This design comes from an exercise in tuning for small area, a short achievable clock period and few clock cycles on the open sky130 flow, not from production work.
At most, simulation tests tie the RTL to the original design; equivalence was not proved.
The flow treats the clock pin as an ideal source. Dropping or thinning the clock tree relies on that and would not hold on a real chip.
Power is estimated from default activity; no workload was simulated.

==> flow/design.v <==
module performance_counter #(
    parameter COUNTER_WIDTH = 16
) (
    input  logic                        clk,
    input  logic                        rst_n,
    input  logic                        block_completed,
    output logic [COUNTER_WIDTH-1:0]    blocks_processed,
    output logic [COUNTER_WIDTH-1:0]    cycles_elapsed
);
    logic [COUNTER_WIDTH-1:0] toggle;    
    always_comb begin
        toggle[0] = 1'b1;
        for (int i = 1; i < COUNTER_WIDTH; i++)
            toggle[i] = toggle[i-1] & blocks_processed[i-1];
    end
    always_ff @(posedge clk) begin
        blocks_processed <= {COUNTER_WIDTH{rst_n}}
                          & (blocks_processed ^ ({COUNTER_WIDTH{block_completed}} & toggle));
    end
    always_ff @(posedge clk) begin
        if (!rst_n)
            cycles_elapsed <= '0;
        else
            cycles_elapsed <= cycles_elapsed + 1'b1;
    end
endmodule
module encrypt_engine #(
    parameter BLOCK_WIDTH = 32
) (
    input  logic [BLOCK_WIDTH-1:0]  data_in,
    output logic [BLOCK_WIDTH-1:0]  data_out
);
    localparam logic [8*32-1:0] KEYS = {
        32'h55555555, 32'hAAAAAAAA, 32'h76543210, 32'hFEDCBA98,
        32'h9ABCDEF0, 32'h12345678, 32'hCAFEBABE, 32'hDEADBEEF
    };
    always_comb begin
        data_out = data_in;
        for (int r = 0; r < 8; r++) begin
            data_out = data_out ^ KEYS[r*32 +: 32];
            data_out = {data_out[BLOCK_WIDTH-2:0], data_out[BLOCK_WIDTH-1]};
        end
    end
endmodule
module crypto_accelerator_top #(
    parameter BLOCK_WIDTH = 32,
    parameter COUNTER_WIDTH = 16
) (
    input  logic                        clk,
    input  logic                        rst_n,
    input  logic [BLOCK_WIDTH-1:0]      data_in,
    input  logic                        data_in_valid,
    output logic                        data_in_ready,
    output logic [BLOCK_WIDTH-1:0]      data_out,
    output logic                        data_out_valid,
    input  logic                        data_out_ready,
    output logic [COUNTER_WIDTH-1:0]    blocks_processed,
    output logic [COUNTER_WIDTH-1:0]    cycles_elapsed
);
    logic [BLOCK_WIDTH-1:0] encrypted;
    logic [BLOCK_WIDTH-1:0] skid_data;
    logic                   skid_valid;    
    logic                   in_ready;      
    logic                   out_empty;     
    logic                   out_load;
    encrypt_engine #(.BLOCK_WIDTH(BLOCK_WIDTH)) u_encrypt_engine (
        .data_in  (data_in),
        .data_out (encrypted)
    );
    assign data_in_ready = in_ready;
    assign out_load = out_empty || data_out_ready;
    always_ff @(posedge clk) begin
        if (!rst_n) begin
            data_out_valid <= 1'b0;
            out_empty      <= 1'b1;
            skid_valid     <= 1'b0;
            in_ready       <= 1'b1;
        end else if (out_load) begin
            data_out_valid <= skid_valid || data_in_valid;
            out_empty      <= !(skid_valid || data_in_valid);
            skid_valid     <= 1'b0;
            in_ready       <= 1'b1;
        end else if (!skid_valid) begin
            skid_valid     <= data_in_valid;
            in_ready       <= !data_in_valid;
        end
    end
    always_ff @(posedge clk) begin
        if (out_load)
            data_out <= skid_valid ? skid_data : encrypted;
    end
    always_ff @(posedge clk) begin
        if (!skid_valid)
            skid_data <= encrypted;
    end
    performance_counter #(.COUNTER_WIDTH(COUNTER_WIDTH)) u_performance_counter (
        .clk              (clk),
        .rst_n            (rst_n),
        .block_completed  (!out_empty && data_out_ready),
        .blocks_processed (blocks_processed),
        .cycles_elapsed   (cycles_elapsed)
    );
endmodule
==> flow/config.mk <==
export PLATFORM = sky130hd
export DESIGN_NAME = crypto_accelerator_top
export DESIGN_NICKNAME = crypto_accelerator_top
export VERILOG_FILES = /design/flow/design.v
export SDC_FILE = /design/flow/constraint.sdc
export NUM_CORES = 4
export LEC_CHECK = 0
export CAP_MARGIN = 20
export CORE_MARGIN = 2
export CORE_UTILIZATION = 35
export SLEW_MARGIN = 20
==> flow/constraint.sdc <==
create_clock -name core_clock -period 6.0 [get_ports {clk}]
set_input_delay 1.2000 -clock core_clock [delete_from_list [all_inputs] [get_ports {clk}]]
set_output_delay 1.2000 -clock core_clock [all_outputs]
set_load 0.01 [all_outputs]
standard.sh (not shown) runs the stock make flow with config.mk's settings and CLKGATE_MAP_FILE= SYNTH_SCRIPT=/design/flow/synth_recipe.tcl, a recipe that flattens the netlist after the stock synthesis.
==> flow/flow/run.sh <==
#!/bin/bash
# Own layout flow: the standard ORFS flow (standard.sh) with
#  - every input and output port buffered by a plain sky130_fd_sc_hd__buf_1
#    (timing repair sizes it as needed) instead of the delay buffer
#    buffer_ports picks by default;
#  - ORFS's cts step replaced by flow/cts.tcl: a balanced one-level clock
#    tree (the clock port drives 4 clkbuf_16, each driving a cluster of
#    flip-flops), then setup repair aiming at REPAIR_MARGIN ns of slack;
#  - the same setup margin for the repair after global routing.
# Each step's output goes to its own log in the work folder (flow_place.log,
# flow_cts.log, flow_finish.log); ORFS's steps also keep their logs under
# orfs/logs/.
set -euo pipefail
REPAIR_MARGIN=${REPAIR_MARGIN:-4.0}
export BUFFER_PORTS_ARGS="-buffer_cell sky130_fd_sc_hd__buf_1"
bash standard.sh place > flow_place.log 2>&1
RESULTS_DIR=orfs/results/$FLOW_PLATFORM/crypto_accelerator_top/base \
PLATFORM_DIR=$FLOW_HOME/platforms/$FLOW_PLATFORM \
CTS_CLOCK_PORT=clk CTS_NBUF=4 CTS_BUF_CELL=sky130_fd_sc_hd__clkbuf_16 \
CTS_REPAIR_MARGIN=$REPAIR_MARGIN \
  openroad -no_init -exit flow/cts.tcl > flow_cts.log 2>&1
export SETUP_SLACK_MARGIN=$REPAIR_MARGIN
bash standard.sh > flow_finish.log 2>&1
Other scripts of this flow, unchanged in this note and not shown: flow/flow/cts.tcl
Testbench counts at the start, summed over its fixed seeds: cycles 11,071.
Change:
--- a/flow/design.v
+++ b/flow/design.v
@@ -8,15 +8,11 @@
     output logic [COUNTER_WIDTH-1:0]    cycles_elapsed
 );
-    logic [COUNTER_WIDTH-1:0] toggle;    
-    always_comb begin
-        toggle[0] = 1'b1;
-        for (int i = 1; i < COUNTER_WIDTH; i++)
-            toggle[i] = toggle[i-1] & blocks_processed[i-1];
+    logic [COUNTER_WIDTH-1:0] blocks_next;
+    assign blocks_next = rst_n ? blocks_processed + 1'b1 : '0;
+    always_ff @(posedge clk) begin
+        if (block_completed || !rst_n)
+            blocks_processed <= blocks_next;
     end
-    always_ff @(posedge clk) begin
-        blocks_processed <= {COUNTER_WIDTH{rst_n}}
-                          & (blocks_processed ^ ({COUNTER_WIDTH{block_completed}} & toggle));
-    end
-    always_ff @(posedge clk) begin
+    always_ff @(posedge clk or negedge rst_n) begin
         if (!rst_n)
             cycles_elapsed <= '0;
After rerunning:
- The new run completed without violations
- synthesized area climbs by 5.3%
- via count goes down by 2.6%
- hold slack gets better by 24 ps
- power increases by 6.5%
- utilization falls by 0.70 points
- design area rises by 4.0%
- cell count goes down by 0.38%
- worst setup slack improves by 270 ps
Only the layout flow was run in the second run of this note; the RTL was not checked for function there. No run of this note takes its clock network from TritonCTS; it comes from the design's own scripts or RTL.

## what the ideal ports hide
How much do the figures lean on ideal ports? The routed layouts below were timed once more, with nothing changed but the port constraints.
Step 1 assumes that a clkbuf_16 drives the clock port and a buf_2 every other input.
Step 2, shift: input delay + t, output delay - t, t = (earliest + latest rising clock arrival at the registers) / 2. This alone moves slack from input paths to output paths.
a / b / c = ideal ports / drivers / drivers and shift; a / b = the first two.
| run | t (ns) | slack for setup (ns) | hold slack, ns |
|---|---|---|---|
| the first run | 0.232 | 3.749 / 3.770 / 3.538 | 0.448 / 0.448 / 0.448 |
| the second run | 0.232 | 4.019 / 3.941 / 3.897 | 0.473 / 0.473 / 0.473 |
After both steps every run listed still meets setup and hold. For the first run, which loses most, drivers alone change the setup slack by +0.021 ns; drivers and shift together by -0.211 ns.
